Source: an optimization exercise on an open RTL-to-GDS flow (aim: small area, a short achievable clock period and few clock cycles). Production flows keep margins and buffers that such runs may drop. Function was not checked in any run shown here: the RTL went through the layout flow alone.

<file path="run.sh">
#!/bin/bash
# synth_recipe.tcl (not shown) runs the flow's synth.tcl, then flattens the netlist and writes it again
# the make line also repeats each setting of config.mk as NAME=value (left out here)
make -C /OpenROAD-flow-scripts/flow DESIGN_CONFIG=/design/flow/config.mk WORK_HOME=/design/flow/orfs CLKGATE_MAP_FILE= SYNTH_SCRIPT=/design/flow/synth_recipe.tcl finish
</file>
<file path="config.mk">
export PLATFORM = sky130hd
export DESIGN_NAME = mv_mul
export DESIGN_NICKNAME = mv_mul
export VERILOG_FILES = /design/flow/design.v
export SDC_FILE = /design/flow/constraint.sdc
export NUM_CORES = 4
export LEC_CHECK = 0
export ABC_AREA = 1
export CAP_MARGIN = 20
export CORE_MARGIN = 2
export CORE_UTILIZATION = 40
export SETUP_SLACK_MARGIN = 3
export SLEW_MARGIN = 20
</file>
<file path="constraint.sdc">
create_clock -name core_clock -period 10.0 [get_ports {clk}]
set_input_delay 2.0000 -clock core_clock [delete_from_list [all_inputs] [get_ports {clk}]]
set_output_delay 2.0000 -clock core_clock [all_outputs]
set_load 0.01 [all_outputs]
</file>
<file path="design.v">
module fp9_mul(input [8:0] a, input [8:0] b, output [8:0] y);
    wire [4:0] ea = a[7:3], eb = b[7:3];
    wire s = a[8] ^ b[8];
    wire ea0 = ~|ea, eb0 = ~|eb;
    wire ea1 = &ea, eb1 = &eb;
    wire fa0 = ~|a[2:0], fb0 = ~|b[2:0];
    wire za = ea0 & fa0, zb = eb0 & fb0;
    wire ia = ea1 & fa0, ib = eb1 & fb0;
    wire nan = (ea1 & ~fa0) | (eb1 & ~fb0) | (ia & zb) | (ib & za);
    wire inf = ia | ib;
    wire zero = za | zb;
    reg [2:0] na, nb; reg [1:0] la, lb;
    always @(*) begin
        casez (a[2:0])
            3'b1??: begin na = {a[1:0], 1'b0}; la = 2'd1; end
            3'b01?: begin na = {a[0], 2'b0};   la = 2'd2; end
            default: begin na = 3'b0;          la = 2'd3; end
        endcase
        casez (b[2:0])
            3'b1??: begin nb = {b[1:0], 1'b0}; lb = 2'd1; end
            3'b01?: begin nb = {b[0], 2'b0};   lb = 2'd2; end
            default: begin nb = 3'b0;          lb = 2'd3; end
        endcase
    end
    wire [2:0] ma = ea0 ? na : a[2:0];
    wire [2:0] mb = eb0 ? nb : b[2:0];
    reg [1:0] adj; reg [2:0] fr;
    always @(*) begin
        case ({ma, mb})
            6'd0: begin adj = 2'd0; fr = 3'd0; end
            6'd1: begin adj = 2'd0; fr = 3'd1; end
            6'd2: begin adj = 2'd0; fr = 3'd2; end
            6'd3: begin adj = 2'd0; fr = 3'd3; end
            6'd4: begin adj = 2'd0; fr = 3'd4; end
            6'd5: begin adj = 2'd0; fr = 3'd5; end
            6'd6: begin adj = 2'd0; fr = 3'd6; end
            6'd7: begin adj = 2'd0; fr = 3'd7; end
            6'd8: begin adj = 2'd0; fr = 3'd1; end
            6'd9: begin adj = 2'd0; fr = 3'd2; end
            6'd10: begin adj = 2'd0; fr = 3'd3; end
            6'd11: begin adj = 2'd0; fr = 3'd4; end
            6'd12: begin adj = 2'd0; fr = 3'd6; end
            6'd13: begin adj = 2'd0; fr = 3'd7; end
            6'd14: begin adj = 2'd1; fr = 3'd4; end
            6'd15: begin adj = 2'd1; fr = 3'd0; end
            6'd16: begin adj = 2'd0; fr = 3'd2; end
            6'd17: begin adj = 2'd0; fr = 3'd3; end
            6'd18: begin adj = 2'd0; fr = 3'd4; end
            6'd19: begin adj = 2'd0; fr = 3'd6; end
            6'd20: begin adj = 2'd0; fr = 3'd7; end
            6'd21: begin adj = 2'd1; fr = 3'd0; end
            6'd22: begin adj = 2'd1; fr = 3'd1; end
            6'd23: begin adj = 2'd1; fr = 3'd1; end
            6'd24: begin adj = 2'd0; fr = 3'd3; end
            6'd25: begin adj = 2'd0; fr = 3'd4; end
            6'd26: begin adj = 2'd0; fr = 3'd6; end
            6'd27: begin adj = 2'd0; fr = 3'd7; end
            6'd28: begin adj = 2'd1; fr = 3'd0; end
            6'd29: begin adj = 2'd1; fr = 3'd1; end
            6'd30: begin adj = 2'd1; fr = 3'd2; end
            6'd31: begin adj = 2'd1; fr = 3'd2; end
            6'd32: begin adj = 2'd0; fr = 3'd4; end
            6'd33: begin adj = 2'd0; fr = 3'd6; end
            6'd34: begin adj = 2'd0; fr = 3'd7; end
            6'd35: begin adj = 2'd1; fr = 3'd0; end
            6'd36: begin adj = 2'd1; fr = 3'd1; end
            6'd37: begin adj = 2'd1; fr = 3'd2; end
            6'd38: begin adj = 2'd1; fr = 3'd2; end
            6'd39: begin adj = 2'd1; fr = 3'd3; end
            6'd40: begin adj = 2'd0; fr = 3'd5; end
            6'd41: begin adj = 2'd0; fr = 3'd7; end
            6'd42: begin adj = 2'd1; fr = 3'd0; end
            6'd43: begin adj = 2'd1; fr = 3'd1; end
            6'd44: begin adj = 2'd1; fr = 3'd2; end
            6'd45: begin adj = 2'd1; fr = 3'd2; end
            6'd46: begin adj = 2'd1; fr = 3'd3; end
            6'd47: begin adj = 2'd1; fr = 3'd4; end
            6'd48: begin adj = 2'd0; fr = 3'd6; end
            6'd49: begin adj = 2'd1; fr = 3'd4; end
            6'd50: begin adj = 2'd1; fr = 3'd1; end
            6'd51: begin adj = 2'd1; fr = 3'd2; end
            6'd52: begin adj = 2'd1; fr = 3'd2; end
            6'd53: begin adj = 2'd1; fr = 3'd3; end
            6'd54: begin adj = 2'd1; fr = 3'd4; end
            6'd55: begin adj = 2'd1; fr = 3'd5; end
            6'd56: begin adj = 2'd0; fr = 3'd7; end
            6'd57: begin adj = 2'd1; fr = 3'd0; end
            6'd58: begin adj = 2'd1; fr = 3'd1; end
            6'd59: begin adj = 2'd1; fr = 3'd2; end
            6'd60: begin adj = 2'd1; fr = 3'd3; end
            6'd61: begin adj = 2'd1; fr = 3'd4; end
            6'd62: begin adj = 2'd1; fr = 3'd5; end
            6'd63: begin adj = 2'd1; fr = 3'd6; end
            default: begin adj = 2'd0; fr = 3'd0; end
        endcase
    end
    wire [6:0] xa = ea0 ? (7'd1 - {5'd0, la}) : {2'b0, ea};
    wire [6:0] xb = eb0 ? (7'd1 - {5'd0, lb}) : {2'b0, eb};
    wire [6:0] T = xa + xb + {5'd0, adj} - 7'd15;
    wire ovf = ~T[6] & (T[5:0] >= 6'd31);
    wire unf = T[6] | (T[5:0] == 6'd0);
    assign y = nan  ? 9'b0_11111_100 :
               (inf | ovf) ? {s, 5'b11111, 3'b000} :
               (zero | unf) ? {s, 8'd0} :
                      {s, T[4:0], fr};
endmodule
module fp9_add(input [8:0] a, input [8:0] b, output [8:0] y);
    wire [4:0] Ea = a[7:3], Eb = b[7:3];
    wire ha = |Ea, hb = |Eb;
    wire [4:0] xa = ha ? Ea : 5'd1, xb = hb ? Eb : 5'd1;
    wire [5:0] dab = {1'b0, xa} - {1'b0, xb};
    wire [5:0] dba = {1'b0, xb} - {1'b0, xa};
    wire [3:0] ma = {ha, a[2:0]}, mb = {hb, b[2:0]};
    wire swp = {xa, ma} < {xb, mb};           
    wire [4:0] sh = dab[5] ? dba[4:0] : dab[4:0];
    wire [3:0] fl = swp ? mb : ma;
    wire [3:0] fs = swp ? ma : mb;
    wire sl = swp ? b[8] : a[8];
    wire [4:0] E2 = swp ? xb : xa;
    wire sub = a[8] ^ b[8];
    wire [6:0] fs7 = {fs, 3'b000};
    wire [6:0] sa = fs7 >> sh;
    wire stk = (sh >= 5'd7) ? 1'b1 : |(fs7 & ~(7'h7f << sh));
    wire [6:0] S7 = {sa[6:1], sa[0] | stk};
    wire [6:0] L8 = {fl, 3'b000};
    wire [7:0] SUM = {1'b0, L8} + ({8{sub}} ^ {1'b0, S7}) + {7'd0, sub};
    wire sgn = sl;
    reg [3:0] adj; reg [2:0] FFn; reg [2:0] k;
    always @(*) begin
        case (SUM)
            8'd0: begin adj = 4'd10; FFn = 3'd0; k = 3'd0; end
            8'd1: begin adj = 4'd10; FFn = 3'd0; k = 3'd0; end
            8'd2: begin adj = 4'd11; FFn = 3'd0; k = 3'd1; end
            8'd3: begin adj = 4'd11; FFn = 3'd4; k = 3'd1; end
            8'd4: begin adj = 4'd12; FFn = 3'd0; k = 3'd2; end
            8'd5: begin adj = 4'd12; FFn = 3'd2; k = 3'd2; end
            8'd6: begin adj = 4'd12; FFn = 3'd4; k = 3'd2; end
            8'd7: begin adj = 4'd12; FFn = 3'd6; k = 3'd2; end
            8'd8: begin adj = 4'd13; FFn = 3'd0; k = 3'd3; end
            8'd9: begin adj = 4'd13; FFn = 3'd1; k = 3'd3; end
            8'd10: begin adj = 4'd13; FFn = 3'd2; k = 3'd3; end
            8'd11: begin adj = 4'd13; FFn = 3'd3; k = 3'd3; end
            8'd12: begin adj = 4'd13; FFn = 3'd4; k = 3'd3; end
            8'd13: begin adj = 4'd13; FFn = 3'd5; k = 3'd3; end
            8'd14: begin adj = 4'd13; FFn = 3'd6; k = 3'd3; end
            8'd15: begin adj = 4'd13; FFn = 3'd7; k = 3'd3; end
            8'd16: begin adj = 4'd14; FFn = 3'd0; k = 3'd4; end
            8'd17: begin adj = 4'd14; FFn = 3'd1; k = 3'd4; end
            8'd18: begin adj = 4'd14; FFn = 3'd1; k = 3'd4; end
            8'd19: begin adj = 4'd14; FFn = 3'd2; k = 3'd4; end
            8'd20: begin adj = 4'd14; FFn = 3'd2; k = 3'd4; end
            8'd21: begin adj = 4'd14; FFn = 3'd3; k = 3'd4; end
            8'd22: begin adj = 4'd14; FFn = 3'd3; k = 3'd4; end
            8'd23: begin adj = 4'd14; FFn = 3'd4; k = 3'd4; end
            8'd24: begin adj = 4'd14; FFn = 3'd4; k = 3'd4; end
            8'd25: begin adj = 4'd14; FFn = 3'd5; k = 3'd4; end
            8'd26: begin adj = 4'd14; FFn = 3'd5; k = 3'd4; end
            8'd27: begin adj = 4'd14; FFn = 3'd6; k = 3'd4; end
            8'd28: begin adj = 4'd14; FFn = 3'd6; k = 3'd4; end
            8'd29: begin adj = 4'd14; FFn = 3'd7; k = 3'd4; end
            8'd30: begin adj = 4'd14; FFn = 3'd7; k = 3'd4; end
            8'd31: begin adj = 4'd15; FFn = 3'd0; k = 3'd4; end
            8'd32: begin adj = 4'd15; FFn = 3'd0; k = 3'd5; end
            8'd33: begin adj = 4'd15; FFn = 3'd0; k = 3'd5; end
            8'd34: begin adj = 4'd15; FFn = 3'd0; k = 3'd5; end
            8'd35: begin adj = 4'd15; FFn = 3'd1; k = 3'd5; end
            8'd36: begin adj = 4'd15; FFn = 3'd1; k = 3'd5; end
            8'd37: begin adj = 4'd15; FFn = 3'd1; k = 3'd5; end
            8'd38: begin adj = 4'd15; FFn = 3'd2; k = 3'd5; end
            8'd39: begin adj = 4'd15; FFn = 3'd2; k = 3'd5; end
            8'd40: begin adj = 4'd15; FFn = 3'd2; k = 3'd5; end
            8'd41: begin adj = 4'd15; FFn = 3'd2; k = 3'd5; end
            8'd42: begin adj = 4'd15; FFn = 3'd2; k = 3'd5; end
            8'd43: begin adj = 4'd15; FFn = 3'd3; k = 3'd5; end
            8'd44: begin adj = 4'd15; FFn = 3'd3; k = 3'd5; end
            8'd45: begin adj = 4'd15; FFn = 3'd3; k = 3'd5; end
            8'd46: begin adj = 4'd15; FFn = 3'd4; k = 3'd5; end
            8'd47: begin adj = 4'd15; FFn = 3'd4; k = 3'd5; end
            8'd48: begin adj = 4'd15; FFn = 3'd4; k = 3'd5; end
            8'd49: begin adj = 4'd15; FFn = 3'd4; k = 3'd5; end
            8'd50: begin adj = 4'd15; FFn = 3'd4; k = 3'd5; end
            8'd51: begin adj = 4'd15; FFn = 3'd5; k = 3'd5; end
            8'd52: begin adj = 4'd15; FFn = 3'd5; k = 3'd5; end
            8'd53: begin adj = 4'd15; FFn = 3'd5; k = 3'd5; end
            8'd54: begin adj = 4'd15; FFn = 3'd6; k = 3'd5; end
            8'd55: begin adj = 4'd15; FFn = 3'd6; k = 3'd5; end
            8'd56: begin adj = 4'd15; FFn = 3'd6; k = 3'd5; end
            8'd57: begin adj = 4'd15; FFn = 3'd6; k = 3'd5; end
            8'd58: begin adj = 4'd15; FFn = 3'd6; k = 3'd5; end
            8'd59: begin adj = 4'd15; FFn = 3'd7; k = 3'd5; end
            8'd60: begin adj = 4'd15; FFn = 3'd7; k = 3'd5; end
            8'd61: begin adj = 4'd15; FFn = 3'd7; k = 3'd5; end
            8'd62: begin adj = 4'd0; FFn = 3'd0; k = 3'd5; end
            8'd63: begin adj = 4'd0; FFn = 3'd0; k = 3'd5; end
            8'd64: begin adj = 4'd0; FFn = 3'd0; k = 3'd6; end
            8'd65: begin adj = 4'd0; FFn = 3'd0; k = 3'd6; end
            8'd66: begin adj = 4'd0; FFn = 3'd0; k = 3'd6; end
            8'd67: begin adj = 4'd0; FFn = 3'd0; k = 3'd6; end
            8'd68: begin adj = 4'd0; FFn = 3'd0; k = 3'd6; end
            8'd69: begin adj = 4'd0; FFn = 3'd1; k = 3'd6; end
            8'd70: begin adj = 4'd0; FFn = 3'd1; k = 3'd6; end
            8'd71: begin adj = 4'd0; FFn = 3'd1; k = 3'd6; end
            8'd72: begin adj = 4'd0; FFn = 3'd1; k = 3'd6; end
            8'd73: begin adj = 4'd0; FFn = 3'd1; k = 3'd6; end
            8'd74: begin adj = 4'd0; FFn = 3'd1; k = 3'd6; end
            8'd75: begin adj = 4'd0; FFn = 3'd1; k = 3'd6; end
            8'd76: begin adj = 4'd0; FFn = 3'd2; k = 3'd6; end
            8'd77: begin adj = 4'd0; FFn = 3'd2; k = 3'd6; end
            8'd78: begin adj = 4'd0; FFn = 3'd2; k = 3'd6; end
            8'd79: begin adj = 4'd0; FFn = 3'd2; k = 3'd6; end
            8'd80: begin adj = 4'd0; FFn = 3'd2; k = 3'd6; end
            8'd81: begin adj = 4'd0; FFn = 3'd2; k = 3'd6; end
            8'd82: begin adj = 4'd0; FFn = 3'd2; k = 3'd6; end
            8'd83: begin adj = 4'd0; FFn = 3'd2; k = 3'd6; end
            8'd84: begin adj = 4'd0; FFn = 3'd2; k = 3'd6; end
            8'd85: begin adj = 4'd0; FFn = 3'd3; k = 3'd6; end
            8'd86: begin adj = 4'd0; FFn = 3'd3; k = 3'd6; end
            8'd87: begin adj = 4'd0; FFn = 3'd3; k = 3'd6; end
            8'd88: begin adj = 4'd0; FFn = 3'd3; k = 3'd6; end
            8'd89: begin adj = 4'd0; FFn = 3'd3; k = 3'd6; end
            8'd90: begin adj = 4'd0; FFn = 3'd3; k = 3'd6; end
            8'd91: begin adj = 4'd0; FFn = 3'd3; k = 3'd6; end
            8'd92: begin adj = 4'd0; FFn = 3'd4; k = 3'd6; end
            8'd93: begin adj = 4'd0; FFn = 3'd4; k = 3'd6; end
            8'd94: begin adj = 4'd0; FFn = 3'd4; k = 3'd6; end
            8'd95: begin adj = 4'd0; FFn = 3'd4; k = 3'd6; end
            8'd96: begin adj = 4'd0; FFn = 3'd4; k = 3'd6; end
            8'd97: begin adj = 4'd0; FFn = 3'd4; k = 3'd6; end
            8'd98: begin adj = 4'd0; FFn = 3'd4; k = 3'd6; end
            8'd99: begin adj = 4'd0; FFn = 3'd4; k = 3'd6; end
            8'd100: begin adj = 4'd0; FFn = 3'd4; k = 3'd6; end
            8'd101: begin adj = 4'd0; FFn = 3'd5; k = 3'd6; end
            8'd102: begin adj = 4'd0; FFn = 3'd5; k = 3'd6; end
            8'd103: begin adj = 4'd0; FFn = 3'd5; k = 3'd6; end
            8'd104: begin adj = 4'd0; FFn = 3'd5; k = 3'd6; end
            8'd105: begin adj = 4'd0; FFn = 3'd5; k = 3'd6; end
            8'd106: begin adj = 4'd0; FFn = 3'd5; k = 3'd6; end
            8'd107: begin adj = 4'd0; FFn = 3'd5; k = 3'd6; end
            8'd108: begin adj = 4'd0; FFn = 3'd6; k = 3'd6; end
            8'd109: begin adj = 4'd0; FFn = 3'd6; k = 3'd6; end
            8'd110: begin adj = 4'd0; FFn = 3'd6; k = 3'd6; end
            8'd111: begin adj = 4'd0; FFn = 3'd6; k = 3'd6; end
            8'd112: begin adj = 4'd0; FFn = 3'd6; k = 3'd6; end
            8'd113: begin adj = 4'd0; FFn = 3'd6; k = 3'd6; end
            8'd114: begin adj = 4'd0; FFn = 3'd6; k = 3'd6; end
            8'd115: begin adj = 4'd0; FFn = 3'd6; k = 3'd6; end
            8'd116: begin adj = 4'd0; FFn = 3'd6; k = 3'd6; end
            8'd117: begin adj = 4'd0; FFn = 3'd7; k = 3'd6; end
            8'd118: begin adj = 4'd0; FFn = 3'd7; k = 3'd6; end
            8'd119: begin adj = 4'd0; FFn = 3'd7; k = 3'd6; end
            8'd120: begin adj = 4'd0; FFn = 3'd7; k = 3'd6; end
            8'd121: begin adj = 4'd0; FFn = 3'd7; k = 3'd6; end
            8'd122: begin adj = 4'd0; FFn = 3'd7; k = 3'd6; end
            8'd123: begin adj = 4'd0; FFn = 3'd7; k = 3'd6; end
            8'd124: begin adj = 4'd1; FFn = 3'd0; k = 3'd6; end
            8'd125: begin adj = 4'd1; FFn = 3'd0; k = 3'd6; end
            8'd126: begin adj = 4'd1; FFn = 3'd0; k = 3'd6; end
            8'd127: begin adj = 4'd1; FFn = 3'd0; k = 3'd6; end
            8'd128: begin adj = 4'd1; FFn = 3'd0; k = 3'd7; end
            8'd129: begin adj = 4'd1; FFn = 3'd0; k = 3'd7; end
            8'd130: begin adj = 4'd1; FFn = 3'd0; k = 3'd7; end
            8'd131: begin adj = 4'd1; FFn = 3'd0; k = 3'd7; end
            8'd132: begin adj = 4'd1; FFn = 3'd0; k = 3'd7; end
            8'd133: begin adj = 4'd1; FFn = 3'd0; k = 3'd7; end
            8'd134: begin adj = 4'd1; FFn = 3'd0; k = 3'd7; end
            8'd135: begin adj = 4'd1; FFn = 3'd0; k = 3'd7; end
            8'd136: begin adj = 4'd1; FFn = 3'd0; k = 3'd7; end
            8'd137: begin adj = 4'd1; FFn = 3'd1; k = 3'd7; end
            8'd138: begin adj = 4'd1; FFn = 3'd1; k = 3'd7; end
            8'd139: begin adj = 4'd1; FFn = 3'd1; k = 3'd7; end
            8'd140: begin adj = 4'd1; FFn = 3'd1; k = 3'd7; end
            8'd141: begin adj = 4'd1; FFn = 3'd1; k = 3'd7; end
            8'd142: begin adj = 4'd1; FFn = 3'd1; k = 3'd7; end
            8'd143: begin adj = 4'd1; FFn = 3'd1; k = 3'd7; end
            8'd144: begin adj = 4'd1; FFn = 3'd1; k = 3'd7; end
            8'd145: begin adj = 4'd1; FFn = 3'd1; k = 3'd7; end
            8'd146: begin adj = 4'd1; FFn = 3'd1; k = 3'd7; end
            8'd147: begin adj = 4'd1; FFn = 3'd1; k = 3'd7; end
            8'd148: begin adj = 4'd1; FFn = 3'd1; k = 3'd7; end
            8'd149: begin adj = 4'd1; FFn = 3'd1; k = 3'd7; end
            8'd150: begin adj = 4'd1; FFn = 3'd1; k = 3'd7; end
            8'd151: begin adj = 4'd1; FFn = 3'd1; k = 3'd7; end
            8'd152: begin adj = 4'd1; FFn = 3'd2; k = 3'd7; end
            8'd153: begin adj = 4'd1; FFn = 3'd2; k = 3'd7; end
            8'd154: begin adj = 4'd1; FFn = 3'd2; k = 3'd7; end
            8'd155: begin adj = 4'd1; FFn = 3'd2; k = 3'd7; end
            8'd156: begin adj = 4'd1; FFn = 3'd2; k = 3'd7; end
            8'd157: begin adj = 4'd1; FFn = 3'd2; k = 3'd7; end
            8'd158: begin adj = 4'd1; FFn = 3'd2; k = 3'd7; end
            8'd159: begin adj = 4'd1; FFn = 3'd2; k = 3'd7; end
            8'd160: begin adj = 4'd1; FFn = 3'd2; k = 3'd7; end
            8'd161: begin adj = 4'd1; FFn = 3'd2; k = 3'd7; end
            8'd162: begin adj = 4'd1; FFn = 3'd2; k = 3'd7; end
            8'd163: begin adj = 4'd1; FFn = 3'd2; k = 3'd7; end
            8'd164: begin adj = 4'd1; FFn = 3'd2; k = 3'd7; end
            8'd165: begin adj = 4'd1; FFn = 3'd2; k = 3'd7; end
            8'd166: begin adj = 4'd1; FFn = 3'd2; k = 3'd7; end
            8'd167: begin adj = 4'd1; FFn = 3'd2; k = 3'd7; end
            8'd168: begin adj = 4'd1; FFn = 3'd2; k = 3'd7; end
            8'd169: begin adj = 4'd1; FFn = 3'd3; k = 3'd7; end
            8'd170: begin adj = 4'd1; FFn = 3'd3; k = 3'd7; end
            8'd171: begin adj = 4'd1; FFn = 3'd3; k = 3'd7; end
            8'd172: begin adj = 4'd1; FFn = 3'd3; k = 3'd7; end
            8'd173: begin adj = 4'd1; FFn = 3'd3; k = 3'd7; end
            8'd174: begin adj = 4'd1; FFn = 3'd3; k = 3'd7; end
            8'd175: begin adj = 4'd1; FFn = 3'd3; k = 3'd7; end
            8'd176: begin adj = 4'd1; FFn = 3'd3; k = 3'd7; end
            8'd177: begin adj = 4'd1; FFn = 3'd3; k = 3'd7; end
            8'd178: begin adj = 4'd1; FFn = 3'd3; k = 3'd7; end
            8'd179: begin adj = 4'd1; FFn = 3'd3; k = 3'd7; end
            8'd180: begin adj = 4'd1; FFn = 3'd3; k = 3'd7; end
            8'd181: begin adj = 4'd1; FFn = 3'd3; k = 3'd7; end
            8'd182: begin adj = 4'd1; FFn = 3'd3; k = 3'd7; end
            8'd183: begin adj = 4'd1; FFn = 3'd3; k = 3'd7; end
            8'd184: begin adj = 4'd1; FFn = 3'd4; k = 3'd7; end
            8'd185: begin adj = 4'd1; FFn = 3'd4; k = 3'd7; end
            8'd186: begin adj = 4'd1; FFn = 3'd4; k = 3'd7; end
            8'd187: begin adj = 4'd1; FFn = 3'd4; k = 3'd7; end
            8'd188: begin adj = 4'd1; FFn = 3'd4; k = 3'd7; end
            8'd189: begin adj = 4'd1; FFn = 3'd4; k = 3'd7; end
            8'd190: begin adj = 4'd1; FFn = 3'd4; k = 3'd7; end
            8'd191: begin adj = 4'd1; FFn = 3'd4; k = 3'd7; end
            8'd192: begin adj = 4'd1; FFn = 3'd4; k = 3'd7; end
            8'd193: begin adj = 4'd1; FFn = 3'd4; k = 3'd7; end
            8'd194: begin adj = 4'd1; FFn = 3'd4; k = 3'd7; end
            8'd195: begin adj = 4'd1; FFn = 3'd4; k = 3'd7; end
            8'd196: begin adj = 4'd1; FFn = 3'd4; k = 3'd7; end
            8'd197: begin adj = 4'd1; FFn = 3'd4; k = 3'd7; end
            8'd198: begin adj = 4'd1; FFn = 3'd4; k = 3'd7; end
            8'd199: begin adj = 4'd1; FFn = 3'd4; k = 3'd7; end
            8'd200: begin adj = 4'd1; FFn = 3'd4; k = 3'd7; end
            8'd201: begin adj = 4'd1; FFn = 3'd5; k = 3'd7; end
            8'd202: begin adj = 4'd1; FFn = 3'd5; k = 3'd7; end
            8'd203: begin adj = 4'd1; FFn = 3'd5; k = 3'd7; end
            8'd204: begin adj = 4'd1; FFn = 3'd5; k = 3'd7; end
            8'd205: begin adj = 4'd1; FFn = 3'd5; k = 3'd7; end
            8'd206: begin adj = 4'd1; FFn = 3'd5; k = 3'd7; end
            8'd207: begin adj = 4'd1; FFn = 3'd5; k = 3'd7; end
            8'd208: begin adj = 4'd1; FFn = 3'd5; k = 3'd7; end
            8'd209: begin adj = 4'd1; FFn = 3'd5; k = 3'd7; end
            8'd210: begin adj = 4'd1; FFn = 3'd5; k = 3'd7; end
            8'd211: begin adj = 4'd1; FFn = 3'd5; k = 3'd7; end
            8'd212: begin adj = 4'd1; FFn = 3'd5; k = 3'd7; end
            8'd213: begin adj = 4'd1; FFn = 3'd5; k = 3'd7; end
            8'd214: begin adj = 4'd1; FFn = 3'd5; k = 3'd7; end
            8'd215: begin adj = 4'd1; FFn = 3'd5; k = 3'd7; end
            8'd216: begin adj = 4'd1; FFn = 3'd6; k = 3'd7; end
            8'd217: begin adj = 4'd1; FFn = 3'd6; k = 3'd7; end
            8'd218: begin adj = 4'd1; FFn = 3'd6; k = 3'd7; end
            8'd219: begin adj = 4'd1; FFn = 3'd6; k = 3'd7; end
            8'd220: begin adj = 4'd1; FFn = 3'd6; k = 3'd7; end
            8'd221: begin adj = 4'd1; FFn = 3'd6; k = 3'd7; end
            8'd222: begin adj = 4'd1; FFn = 3'd6; k = 3'd7; end
            8'd223: begin adj = 4'd1; FFn = 3'd6; k = 3'd7; end
            8'd224: begin adj = 4'd1; FFn = 3'd6; k = 3'd7; end
            8'd225: begin adj = 4'd1; FFn = 3'd6; k = 3'd7; end
            8'd226: begin adj = 4'd1; FFn = 3'd6; k = 3'd7; end
            8'd227: begin adj = 4'd1; FFn = 3'd6; k = 3'd7; end
            8'd228: begin adj = 4'd1; FFn = 3'd6; k = 3'd7; end
            8'd229: begin adj = 4'd1; FFn = 3'd6; k = 3'd7; end
            8'd230: begin adj = 4'd1; FFn = 3'd6; k = 3'd7; end
            8'd231: begin adj = 4'd1; FFn = 3'd6; k = 3'd7; end
            8'd232: begin adj = 4'd1; FFn = 3'd6; k = 3'd7; end
            8'd233: begin adj = 4'd1; FFn = 3'd7; k = 3'd7; end
            8'd234: begin adj = 4'd1; FFn = 3'd7; k = 3'd7; end
            8'd235: begin adj = 4'd1; FFn = 3'd7; k = 3'd7; end
            8'd236: begin adj = 4'd1; FFn = 3'd7; k = 3'd7; end
            8'd237: begin adj = 4'd1; FFn = 3'd7; k = 3'd7; end
            8'd238: begin adj = 4'd1; FFn = 3'd7; k = 3'd7; end
            8'd239: begin adj = 4'd1; FFn = 3'd7; k = 3'd7; end
            8'd240: begin adj = 4'd1; FFn = 3'd7; k = 3'd7; end
            8'd241: begin adj = 4'd1; FFn = 3'd7; k = 3'd7; end
            8'd242: begin adj = 4'd1; FFn = 3'd7; k = 3'd7; end
            8'd243: begin adj = 4'd1; FFn = 3'd7; k = 3'd7; end
            8'd244: begin adj = 4'd1; FFn = 3'd7; k = 3'd7; end
            8'd245: begin adj = 4'd1; FFn = 3'd7; k = 3'd7; end
            8'd246: begin adj = 4'd1; FFn = 3'd7; k = 3'd7; end
            8'd247: begin adj = 4'd1; FFn = 3'd7; k = 3'd7; end
            8'd248: begin adj = 4'd2; FFn = 3'd0; k = 3'd7; end
            8'd249: begin adj = 4'd2; FFn = 3'd0; k = 3'd7; end
            8'd250: begin adj = 4'd2; FFn = 3'd0; k = 3'd7; end
            8'd251: begin adj = 4'd2; FFn = 3'd0; k = 3'd7; end
            8'd252: begin adj = 4'd2; FFn = 3'd0; k = 3'd7; end
            8'd253: begin adj = 4'd2; FFn = 3'd0; k = 3'd7; end
            8'd254: begin adj = 4'd2; FFn = 3'd0; k = 3'd7; end
            8'd255: begin adj = 4'd2; FFn = 3'd0; k = 3'd7; end
            default: begin adj = 4'd0; FFn = 3'd0; k = 3'd0; end
        endcase
    end
    wire nrm = ({1'b0, E2} + {3'b0, k}) > 6'd6;
    wire [7:0] NSd = (SUM << (E2 - 5'd1)) | {7'd0, SUM[0]};
    wire rupd = NSd[2] & (NSd[1] | NSd[0] | NSd[3]);
    wire [7:0] Smd = NSd + {4'b0, rupd, 3'b000};
    wire [4:0] EFIN = E2 + {adj[3], adj};
    wire az = (a[7:0] == 0), bz = (b[7:0] == 0);
    wire ai = (&Ea) & (a[2:0] == 0), bi = (&Eb) & (b[2:0] == 0);
    wire an = (&Ea) & (a[2:0] != 0), bn = (&Eb) & (b[2:0] != 0);
    assign y = az ? b : bz ? a : (ai | bi) ? 9'b0_11111_000 : (an | bn) ? 9'b0_11111_100 :
               (SUM == 8'd0) ? 9'd0 :
               nrm ? {sgn, EFIN, FFn} : {sgn, 5'd0, Smd[5:3]};
endmodule
module mv_mul #(
    parameter SHAPE_M       = 2,
    parameter SHAPE_N       = 8,
    parameter ELEMENT_WIDTH = 9,
    parameter CTRL_C_WIDTH  = 16,
    parameter DEPTH_WARP    = 4
) (
    input  wire                              clk,
    input  wire                              rst_n,
    input  wire [SHAPE_M*SHAPE_N*ELEMENT_WIDTH-1:0]  a_i,
    input  wire [SHAPE_N*ELEMENT_WIDTH-1:0]  b_i,
    input  wire [2:0]                        rm_i,
    input  wire [7:0]                        ctrl_reg_idxw_i,
    input  wire [DEPTH_WARP-1:0]             ctrl_warpid_i,
    input  wire                              in_valid_i,
    output reg                               in_ready_o,
    output reg                               out_valid_o,
    input  wire                              out_ready_i,
    output reg  [SHAPE_M*ELEMENT_WIDTH-1:0]  result_o,
    output reg  [4:0]                        fflags_o
);
    reg [9:0]  ph;           
    reg        ph0;
    reg        top;          
    wire       acc = in_valid_i & in_ready_o;
    always @(posedge clk or negedge rst_n) begin
        if (!rst_n) begin
            ph0        <= 1'b1;
            ph         <= 10'd0;
            in_ready_o <= 1'b0;
            top        <= 1'b0;
        end else begin
            ph0        <= !in_valid_i | ph[9];
            ph         <= in_valid_i ? {ph[8:0], ph0} : 10'd0;
            in_ready_o <= in_valid_i & ph[8];
            top        <= in_valid_i & (ph[4] | ph[8]);
        end
    end
    always @(posedge clk or negedge rst_n) begin
        if (!rst_n)
            out_valid_o <= 1'b0;
        else if (acc)
            out_valid_o <= 1'b1;
        else if (out_ready_i)
            out_valid_o <= 1'b0;
    end
    wire [7:0] slot = {ph[6:0], ph0};
    wire [3:0] csel = slot[3:0] | slot[7:4];
    reg  [8:0] ma0, ma1, mb0, mb1;
    integer t;
    always @(*) begin
        ma0 = 9'd0; ma1 = 9'd0; mb0 = 9'd0; mb1 = 9'd0;
        for (t = 0; t < 8; t = t + 1) begin
            ma0 = ma0 | ({9{slot[t]}} & a_i[(t[2]*8 + {t[0], t[1]})*9 +: 9]);
            ma1 = ma1 | ({9{slot[t]}} & a_i[(t[2]*8 + {t[0], t[1]} + 4)*9 +: 9]);
        end
        for (t = 0; t < 4; t = t + 1) begin
            mb0 = mb0 | ({9{csel[t]}} & b_i[{t[0], t[1]}*9 +: 9]);
            mb1 = mb1 | ({9{csel[t]}} & b_i[({t[0], t[1]} + 4)*9 +: 9]);
        end
    end
    wire [8:0] p0, p1;
    fp9_mul u_mul0 (.a(ma0), .b(mb0), .y(p0));
    fp9_mul u_mul1 (.a(ma1), .b(mb1), .y(p1));
    reg [8:0] pa, pb;        
    reg [8:0] s0, s1;        
    reg [8:0] t0, t1;        
    always @(posedge clk) begin
        pa <= p0;
        pb <= p1;
    end
    wire [8:0] l1;
    fp9_add u_add1 (.a(pa), .b(pb), .y(l1));
    always @(posedge clk) begin
        s0 <= l1;
        s1 <= s0;
    end
    wire [8:0] l2;
    fp9_add u_add2 (.a(top ? t0 : s1), .b(top ? t1 : s0), .y(l2));
    always @(posedge clk) begin
        if (ph[2] | ph[6]) t0 <= l2;
        if (ph[4] | ph[8]) t1 <= l2;
        if (ph[5])         result_o[8:0]  <= l2;
        if (ph[9])         result_o[17:9] <= l2;
    end
    wire ov0 = &result_o[7:3];
    wire ov1 = &result_o[16:12];
    always @(*) begin
        fflags_o = {2'b00, (ov0 & |result_o[2:0]) | (ov1 & |result_o[11:9]), 1'b0, ov0 | ov1};
    end
endmodule
</file>
==> out/results.txt, run 1 <==
The level count of the clock H-tree was 3. Across all register-to-register paths, the minimum setup slack is 3.36 ns. For the worst flop-to-flop path, the logic depth is 40. The number of global-route vias before repair came out at 12120. For the clock latency at the later pin of the worst-skew pair, the log shows 0.34 ns.

The complex-gate fraction of the synthesized area is 0.1890. TritonCTS built the clock tree. The detail route stage leaves a number of antenna-violating nets equal to 0. After detailed routing, the met2 layer carries 19.85 mm of wire.

During synthesis, Yosys emitted a total of 3 warnings. After global routing the overflow that remains totals 0. Hold repair after CTS inserted 0 buffers.

The worst path in the final design needs a cycle of 6.654 ns, including I/O delays and setup. The number of flops mapped to enable cells by yosys came out at 36. The fraction of final layout cells with drive strength greater than 1 works out to 0.1311. The master of the slowest instance on the critical path was sky130_fd_sc_hd__clkdlybuf4s50_1. The effective utilization at floorplan is 0.4079, and the first-pass GRT wire length is 59.89 mm. The fraction of the mapped netlist area in simple logic gates came out at 0.3513. Summing all non-filler instances in the final layout gives an area of 0.01586 sq mm. The floorplan step set the die width to 175.5 microns. The required time reported for the critical path endpoint is 10.24 ns. The final setup violation count is 0.

The setup path with the least slack is of type in -> reg. The number of unique standard cell types used by synthesis is 63, and the final worst-path cycle share is 0.6654. The logs give 2 for the maximum clock path buffer count and 0.002130 sq mm for the register area.

The share of synthesized area occupied by flip-flops and latches is 0.1808. After detailed routing, the wire length on met1 is 16.59 mm. In the final design database the tool counted 2501 nets. The detail-routed net length per standard cell works out to 15.34 microns. Pin placement for this block handled 260 I/O pins. The run gives 0 as the number of failing hold endpoints at the final stage. Adding up every negative setup slack in the final design gives 0 ns. For the routed wire length, the log shows 39.01 mm. The pre-antenna-repair detailed-routing pass consisted of 6 iterations. The post-synthesis sequential element count is 85. The logs give 800 for the number of design-rule violations left by the first detailed-router iteration and 85 for the sink count of the clock tree.

The run gives 2880 as the number of fillers in the final layout. The kind of launch point of the worst setup path was an input port. In the final layout, the multi-input gates occupy 0.008747 sq mm. Number of DRC violations after detailed routing: 0. The run finished with no timing, DRC or antenna violations. The mux contribution to synthesized area was 0.002126. The tools report the launch point of the worst hold path as s0[5]$_DFF_P_. The worst flop-to-flop path startpoint is top$_DFF_PN0_. The setup clock skew after layout was 0.01159 ns; the total track usage was 0.2375.

In the synthesized netlist the dominant register cell turns out to be sky130_fd_sc_hd__edfxtp_1. After detailed routing, the number of vias per cell comes to 5.212. On the worst path, the slowest cell contributes a delay of 0.41 ns.

Setup repair after global routing left no endpoint under its margin. The number of rows in the core area was 62; the transition at the pin with the smallest max-transition slack was 0.9157 ns. Port buffering added 241 buffers. Post-synthesis xor/xnor area fraction: 0.02945.

Hold path endpoint: s1[5]$_DFF_P_. The run gives 9 as the number of buffers created by CTS. Relative to the synthesized area, the layout overhead comes to 34.71%. For the total core area, the log shows 0.02886 sq mm. Path type of the worst min-delay path: reg -> reg. By area, the combinational part of the netlist is dominated by simple AND/OR/NAND/NOR gates. The worst setup path is captured at a flop. The die height is 175.5 microns.

Data on the critical path arrives at its endpoint at 6.89 ns. After detailed routing, no signal wire sits above met4. The logs give 0.3830 for the tightest slew margin relative to the limit and 1876 for the synthesized instance count. In this run the cell area of the synthesized design comes to 0.01177 sq mm. Summing over every cut layer, the via total after detailed routing is 13250. The logs give 0 for the initial antenna violation count and 1.778 mm for the wire length on met3. The wire-length estimate of the detail-placed layout is 31.33 mm. The adder-cell area share of the yosys netlist came out at 0.1254. The run gives 0.3900 ns as the final worst hold slack. The average instance in the mapped netlist occupies 6.274 sq um.

The placed standard-cell area is 0.01443 sq mm. Maximum net fanout on the critical path: 7. Routability-driven placement finished with a final weighted congestion of 0.9084. The peak clock frequency supported by timing is 150.3 MHz. 0 antenna diodes ended up in the layout.

Entering global routing, the biggest net connects 29 pins. The cell chosen for the clock root is sky130_fd_sc_hd__clkbuf_16. The tool flagged a number of max-cap violations equal to 0.

The fraction of registers with async set/reset is 0.1529, and the register clock-pin slew on the reported worst setup and hold paths is 0.06 ns. The run gives 0 as the number of pins with negative max-slew slack in the final report. The die covers 0.03081 sq mm. The capturing point of the worst reg2reg path was t1[4]$_DFFE_PN_.

The worst hold path was traced through 0 stages.
## timing repair
action	in CTS	in global routing
pin swaps	3	42
gates resized for setup	38	96
endpoints found under the setup margin	51	56
gates cloned	1	5
setup buffers	4	62
## cell usage after synthesis, drive strengths merged, types with 6 or more instances
master / n / area share
nand3: 145 / 0.065
nor3: 22 / 0.010
xnor2: 11 / 0.0088
clkbuf: 28 / 0.0089
nand2: 535 / 0.18
o211ai: 20 / 0.013
xor2: 26 / 0.021
or2: 15 / 0.0080
nor2: 135 / 0.046
a22o: 33 / 0.025
a31oi: 15 / 0.0080
o21ai: 132 / 0.061
inv: 301 / 0.096
fa: 10 / 0.017
buf: 26 / 0.015
dfxtp: 36 / 0.061
a211oi: 7 / 0.0045
edfxtp: 36 / 0.092
dfrtp: 12 / 0.026
nand4: 46 / 0.024
a21oi: 81 / 0.035
a22oi: 20 / 0.013
a221oi: 15 / 0.012
nor4: 21 / 0.011
ha: 102 / 0.11
o22ai: 6 / 0.0032
## through the flow
stage	cells	utilization	setup WS, ns
6_report	2543	0.5494	3.346
3_5_place_dp	2455	0.5001	1.655
2_1_floorplan	1878	-	3.597
4_1_cts	2476	0.5194	2.962
3_3_place_gp	2455	0.5001	1.751
5_1_grt	2543	0.5494	2.919
## per-layer routing
| layer | global-route usage | up-vias |
|---|---|---|
| met1 | 0.2911 | 6016 |
| met3 | 0.02121 | 48 |
| met2 | 0.4467 | 394 |
| li1 | - | 6796 |
| met4 | 0.05579 | 0 |
| met5 | 0 | - |
## layout by cell type (no fill, tap or decap), types with 6 or more instances in the layout
| master | synthesis | routed |
|---|---|---|
| sky130_fd_sc_hd__inv_1 | 287 | 272 |
| sky130_fd_sc_hd__or2_2 | 15 | 14 |
| sky130_fd_sc_hd__nand4_1 | 46 | 46 |
| sky130_fd_sc_hd__ha_1 | 102 | 93 |
| sky130_fd_sc_hd__xnor2_1 | 10 | 9 |
| sky130_fd_sc_hd__nand3_1 | 138 | 133 |
| sky130_fd_sc_hd__nand2_2 | 25 | 32 |
| sky130_fd_sc_hd__o21ai_0 | 85 | 77 |
| sky130_fd_sc_hd__dfrtp_1 | 12 | 11 |
| sky130_fd_sc_hd__ha_2 | 0 | 8 |
| sky130_fd_sc_hd__o21ai_4 | 1 | 10 |
| sky130_fd_sc_hd__nand2_1 | 504 | 492 |
| sky130_fd_sc_hd__inv_2 | 13 | 25 |
| sky130_fd_sc_hd__xor2_1 | 24 | 24 |
| sky130_fd_sc_hd__a21oi_1 | 80 | 72 |
| sky130_fd_sc_hd__nor2_1 | 125 | 117 |
| sky130_fd_sc_hd__a31oi_1 | 15 | 13 |
| sky130_fd_sc_hd__clkdlybuf4s50_1 | 0 | 241 |
| sky130_fd_sc_hd__o21ai_1 | 33 | 30 |
| sky130_fd_sc_hd__nand3_2 | 6 | 11 |
| sky130_fd_sc_hd__buf_4 | 9 | 71 |
| sky130_fd_sc_hd__edfxtp_1 | 36 | 36 |
| sky130_fd_sc_hd__a221oi_1 | 14 | 10 |
| sky130_fd_sc_hd__o21ai_2 | 13 | 15 |
| sky130_fd_sc_hd__a22oi_1 | 20 | 20 |
| sky130_fd_sc_hd__a22o_1 | 33 | 33 |
| sky130_fd_sc_hd__o211ai_1 | 20 | 20 |
| sky130_fd_sc_hd__nor2_2 | 7 | 13 |
| sky130_fd_sc_hd__nor4_1 | 21 | 15 |
| sky130_fd_sc_hd__nor3_1 | 21 | 19 |
| sky130_fd_sc_hd__dfxtp_1 | 36 | 36 |
| sky130_fd_sc_hd__fa_1 | 10 | 8 |
| sky130_fd_sc_hd__clkbuf_16 | 0 | 11 |
| sky130_fd_sc_hd__nand2_4 | 6 | 11 |
| sky130_fd_sc_hd__a211oi_1 | 7 | 6 |
## logic make-up (layout without fill, tap and decap cells)
logic type / after synthesis / count (layout)
and+or+nand+nor: 929 / 931
buffers and inverters: 359 / 638
AOI/OAI and AO/OA: 351 / 351
adders and majority gates: 112 / 112
DFF: 85 / 85
xor gates and xnor gates: 37 / 37
muxes: 2 / 2
other: 1 / 3
## area by class of cell
class                   instances  area share
clock buffers                   9     0.01420
clock inverters                 7    0.005287
inverters                     305     0.07300
multi-input cells            1436      0.5517
flip-flops and latches         85      0.1343
well taps                     384     0.03030
repair buffers                316      0.1909
repair inverters                1   0.0003157
## worst max-delay path by stage
| stage | start | to | slack [ns] | cells past startpoint |
|---|---|---|---|---|
| floorplan | a_i[4] | pa[2]$_SDFF_PP1_ | 3.60 | 28 |
| global placement | a_i[14] | pa[2]$_SDFF_PP1_ | 1.75 | 26 |
| detailed placement | a_i[14] | pa[2]$_SDFF_PP1_ | 1.66 | 26 |
| CTS | a_i[4] | pa[2]$_SDFF_PP1_ | 2.96 | 27 |
| global route | top$_DFF_PN0_ | result_o[16]$_DFFE_PP_ | 2.92 | 44 |
| finish | a_i[4] | pa[2]$_SDFF_PP1_ | 3.35 | 28 |
## worst max-delay path, delay by kind of cell
family	cells	cell delay (ns)
XOR/XNOR	1	0.20
AND/OR/NAND/NOR	8	1.10
buffers and inverters	5	0.79
AO/OA/AOI/OAI	11	1.91
adder cells (fa/ha/maj)	3	0.89
## state kept, by name (all words and copies together), names as in the netlist
| name | cells |
|---|---|
| in_ready_o | 1 |
| pb | 9 |
| result_o | 18 |
| top | 1 |
| s0 | 9 |
| s1 | 9 |
| t1 | 9 |
| pa | 9 |
| ph0 | 1 |
| ph | 9 |
| out_valid_o | 1 |
| t0 | 9 |
==> inputs of run 2 (changes only) <==
--- a/config.mk
+++ b/config.mk
@@ -11,3 +11,3 @@
 export CORE_UTILIZATION = 40
-export SETUP_SLACK_MARGIN = 3
+export SETUP_SLACK_MARGIN = 2.5
 export SLEW_MARGIN = 20
==> out/results.txt, run 2 <==
The count of warnings emitted by yosys is 3. The leftover overflow at the end of global routing is 0, and the fraction of final layout cells with drive strength greater than 1 is 0.08143. Ranked by flip-flop count, first place goes to result_o. The placed instances occupy a cell area of 0.01443 sq mm.

CTS placed an instance of sky130_fd_sc_hd__clkbuf_16 at the clock tree root. The tightest slew margin relative to the limit is 0.4512, and the sink count of the clock tree is 85. The run gives 2.926 ns as the final worst-path setup slack. The flow ran to the end and the layout has no timing, DRC or antenna violations.

The final worst-path cycle share is 0.7074, and the post-synthesis average cell area is 6.274 sq um. The effective utilization at floorplan is 0.4079. The repair_antennas step left the layout with diodes totalling 0.

The final-stage net count was 2442; the I/O pin total was 260. For the met3 usage in global routing, the log shows 0.02121. After synthesis, the cell types taking the most area are sky130_fd_sc_hd__nand2_1, sky130_fd_sc_hd__ha_1, sky130_fd_sc_hd__edfxtp_1. The synthesized design contains 36 enable-type register cells. Between clock sinks in the finished design, the worst skew comes to 0.01195 ns. Setup repair after global routing left no endpoint under its margin.

After synthesis the netlist holds a flip-flop and latch count of 85. The congestion estimate from routability-driven global placement came to 0.9084. The worst register-to-register path has a setup slack of 3.05 ns. The number of buffers inserted by hold repair at cts was 0; the placed cell count was 2455. At the pin with the least slew margin, the transition time is 0.8232 ns.

The netlist uses 63 different library cells. Port buffering added 241 buffers.

Summed over all failing endpoints, the final setup total negative slack is 0 ns. The number of DRC violations after detailed routing came out at 0. Data arrives at the worst endpoint at 7.34 ns. Detailed placement finished with a half-perimeter wire length of 31.33 mm. The met1 usage in global routing was 0.2895; the final instance count without filler cells was 2484. The number of detailed-routing iterations run before antenna repair is 5.

In this run the remaining antenna-violating nets after routing total 0. The first global-routing pass estimated 59.49 mm of wire. Area added between synthesis and finish: 28.45%. The run gives 0.4436 as the met2 usage. The top cell types in the final layout, fill and taps aside, are sky130_fd_sc_hd__nand2_1, sky130_fd_sc_hd__inv_1, sky130_fd_sc_hd__clkdlybuf4s50_1, sky130_fd_sc_hd__nand3_1, sky130_fd_sc_hd__nor2_1. The tools report the kind of launch point of the worst setup path as an input port.

The worst path in the final design needs a cycle of 7.074 ns, including I/O delays and setup. The worst setup path is captured at a flop. The tools report the reported max-cap violation count as 0.

Library cell with the largest summed area after synthesis: sky130_fd_sc_hd__nand2_1. For the total core area, the log shows 0.02886 sq mm. Die extent in x: 175.5 microns.

The number of pins with negative max-slew slack in the final report is 0. Share of synthesized area occupied by flip-flops and latches: 0.1808. The tools report the number of rows in the core area as 62. The most used standard cell by instance count after synthesis was sky130_fd_sc_hd__nand2_1.

Entering global routing, the biggest net connects 35 pins. For the synthesized instance count, the log shows 1876. Final worst hold slack: 0.3864 ns.

The synthesized netlist occupies a cell area of 0.01177 sq mm. Measured along the y axis, the die boundary spans 175.5 microns. Counting instances in the post-synthesis netlist gives the leading cell types as sky130_fd_sc_hd__nand2_1, sky130_fd_sc_hd__inv_1, sky130_fd_sc_hd__nand3_1. The detailed router finished its first iteration with 948 violations. The final setup violation count was 0. The clock tree synthesis step divided the H-tree into 3 levels. Leaving out fill and tap cells, the most frequent cell in the layout is sky130_fd_sc_hd__nand2_1. The final core area utilization is 0.5239. The run gives 0 as the number of failing hold endpoints at the final stage.

The register clock-pin slew on the reported worst setup and hold paths is 0.06 ns, and the maximum clock path buffer count is 2. After detailed routing, the total wire length is 37.81 mm. The mean number of vias per cell was 5.225; the worst setup slack after placement was 1.655 ns. The count of vias placed by the detailed router is 12980.

The clock reaches the later pin of the worst-skew pair after 0.34 ns. TritonCTS built the clock tree. For the number of fillers in the final layout, the log shows 2974. Fraction of registers with async set/reset: 0.1529. The most used flip-flop cell after synthesis is sky130_fd_sc_hd__edfxtp_1. The register with the most flip-flops in the layout has 18 of them. Static timing analysis puts the maximum clock frequency at 141.4 MHz. The required time reported for the critical path endpoint was 10.26 ns; the maximum net fanout on the critical path was 7. The share of the synthesized area in the top cell type is 0.1607.

The floorplan step defined a die boundary enclosing 0.03081 sq mm. The number of buffers created by CTS came out at 9. With fillers left out, the area of the finished cells amounts to 0.01512 sq mm. The category of the most critical setup path was in -> reg. The total track usage is 0.2358. The detail-routed net length per standard cell is 15.22 microns. The worst hold path belongs to the class reg -> reg. Global routing's busiest layer: met2. The logs give 12040 for the number of global-route vias before repair and 0 for the initial antenna violation count.
## run 2: cell count changes in the layout (fill, tap and decap cells not counted), moves of 4 or more
cell,previous run,this run
sky130_fd_sc_hd__buf_4,71,16
sky130_fd_sc_hd__inv_1,272,286
sky130_fd_sc_hd__inv_2,25,14
sky130_fd_sc_hd__nand2_1,492,503
sky130_fd_sc_hd__nand2_2,32,25
sky130_fd_sc_hd__nor2_1,117,123
sky130_fd_sc_hd__nand3_1,133,138
sky130_fd_sc_hd__nand3_2,11,6
sky130_fd_sc_hd__nor2_2,13,8
sky130_fd_sc_hd__o21ai_0,77,82
sky130_fd_sc_hd__a21oi_1,72,76
sky130_fd_sc_hd__nand2_4,11,7
sky130_fd_sc_hd__o21ai_4,10,6
## run 2: layer usage
metal | routed length [microns] | up-vias
li1 | - | 6673
met5 | 0 | -
met1 | 16420 | 5903
met3 | 1484 | 41
met2 | 19270 | 361
met4 | 637 | 0
## run 2: final cells by class
type | instances | area (sq um) | share of cell area
Inverter | 305 | 1147 | 0.07589
Multi-Input combinational cell | 1435 | 8474 | 0.5605
Sequential cell | 85 | 2130 | 0.1409
Clock buffer | 9 | 225.2 | 0.01490
Timing Repair Buffer | 259 | 2577 | 0.1705
Tap cell | 384 | 480.5 | 0.03178
Clock inverter | 7 | 83.83 | 0.005545
## run 2: logic make-up (layout without fill, tap and decap cells)
group,Yosys count,count (layout),share of synthesized area
other,1,3,0.0003186
muxes,2,2,0.002126
AOI/OAI and AO/OA,351,351,0.1890
DFF,85,85,0.1808
and+or+nand+nor,929,930,0.3513
xor gates and xnor gates,37,37,0.02945
adders and majority gates,112,112,0.1254
buffers and inverters,359,580,0.1215
## run 2: worst paths after layout
kind / endpoint / startpoint / depth (start not counted)
max: pb[1]$_SDFF_PP0_ / b_i[42] / 27
min: s1[5]$_DFF_P_ / s0[5]$_DFF_P_ / 0
max reg2reg: t0[7]$_DFFE_PN_ / top$_DFF_PN0_ / 45
min reg2reg: s1[5]$_DFF_P_ / s0[5]$_DFF_P_ / 0
max in group asynchronous: top$_DFF_PN0_ / rst_n / 1
min in group asynchronous: ph[1]$_DFF_PN0_ / rst_n / 1
## run 2: critical path: stages
cell	delay [ns]
sky130_fd_sc_hd__clkdlybuf4s50_1	0.40
sky130_fd_sc_hd__a22o_1	0.24
sky130_fd_sc_hd__a221oi_2	0.33
sky130_fd_sc_hd__nand4_1	0.32
sky130_fd_sc_hd__inv_1	0.22
sky130_fd_sc_hd__nor2_1	0.07
sky130_fd_sc_hd__a31oi_2	0.37
sky130_fd_sc_hd__inv_1	0.24
sky130_fd_sc_hd__ha_1	0.25
sky130_fd_sc_hd__or2_2	0.31
sky130_fd_sc_hd__a21oi_1	0.19
sky130_fd_sc_hd__o21ai_0	0.12
sky130_fd_sc_hd__a31oi_1	0.17
sky130_fd_sc_hd__ha_1	0.14
sky130_fd_sc_hd__inv_1	0.04
sky130_fd_sc_hd__ha_1	0.22
sky130_fd_sc_hd__fa_1	0.40
sky130_fd_sc_hd__a21oi_1	0.15
sky130_fd_sc_hd__o21bai_1	0.10
sky130_fd_sc_hd__xor2_1	0.15
sky130_fd_sc_hd__inv_1	0.10
sky130_fd_sc_hd__nor3_1	0.05
sky130_fd_sc_hd__o21ai_0	0.19
sky130_fd_sc_hd__nand3_1	0.12
sky130_fd_sc_hd__nor2_2	0.21
sky130_fd_sc_hd__nand2_1	0.11
sky130_fd_sc_hd__a21oi_1	0.14
## run 2: timing repair
item	CTS	global route
setup buffers	0	11
resized for setup	6	49
pin swaps	0	8
setup endpoints to repair	33	56
gates cloned	0	2

## afterwards: timing with drivers on the ports
How much do the figures lean on ideal ports? The routed layouts below were timed once more, with nothing changed but the port constraints.
Step 1 sets driving cells, clkbuf_16 on the clock port and buf_2 on the other inputs (assumed; they add their load-dependent delay and slew).
Step 2 also shifts input and output timing later by t, the mid clock arrival at the registers, as if the neighbouring blocks saw the same clock.
Slacks: ideal ports / drivers / drivers and shift; pairs: ideal ports / drivers.
run | shift t [ns] | slack for setup (ns) | slew at the worst register clock pin (ns) | worst data-port slew with drivers (ns)
run 1 | 0.376 | 3.346 / 3.358 / 2.991 | 0.07 / 0.07 | 0.08
run 2 | 0.376 | 2.926 / 2.947 / 2.572 | 0.07 / 0.07 | 0.09
After both steps setup and hold are still met in every run listed. The setup slack of run 1, which loses most, moves by +0.012 ns with the drivers and by -0.355 ns with both steps.
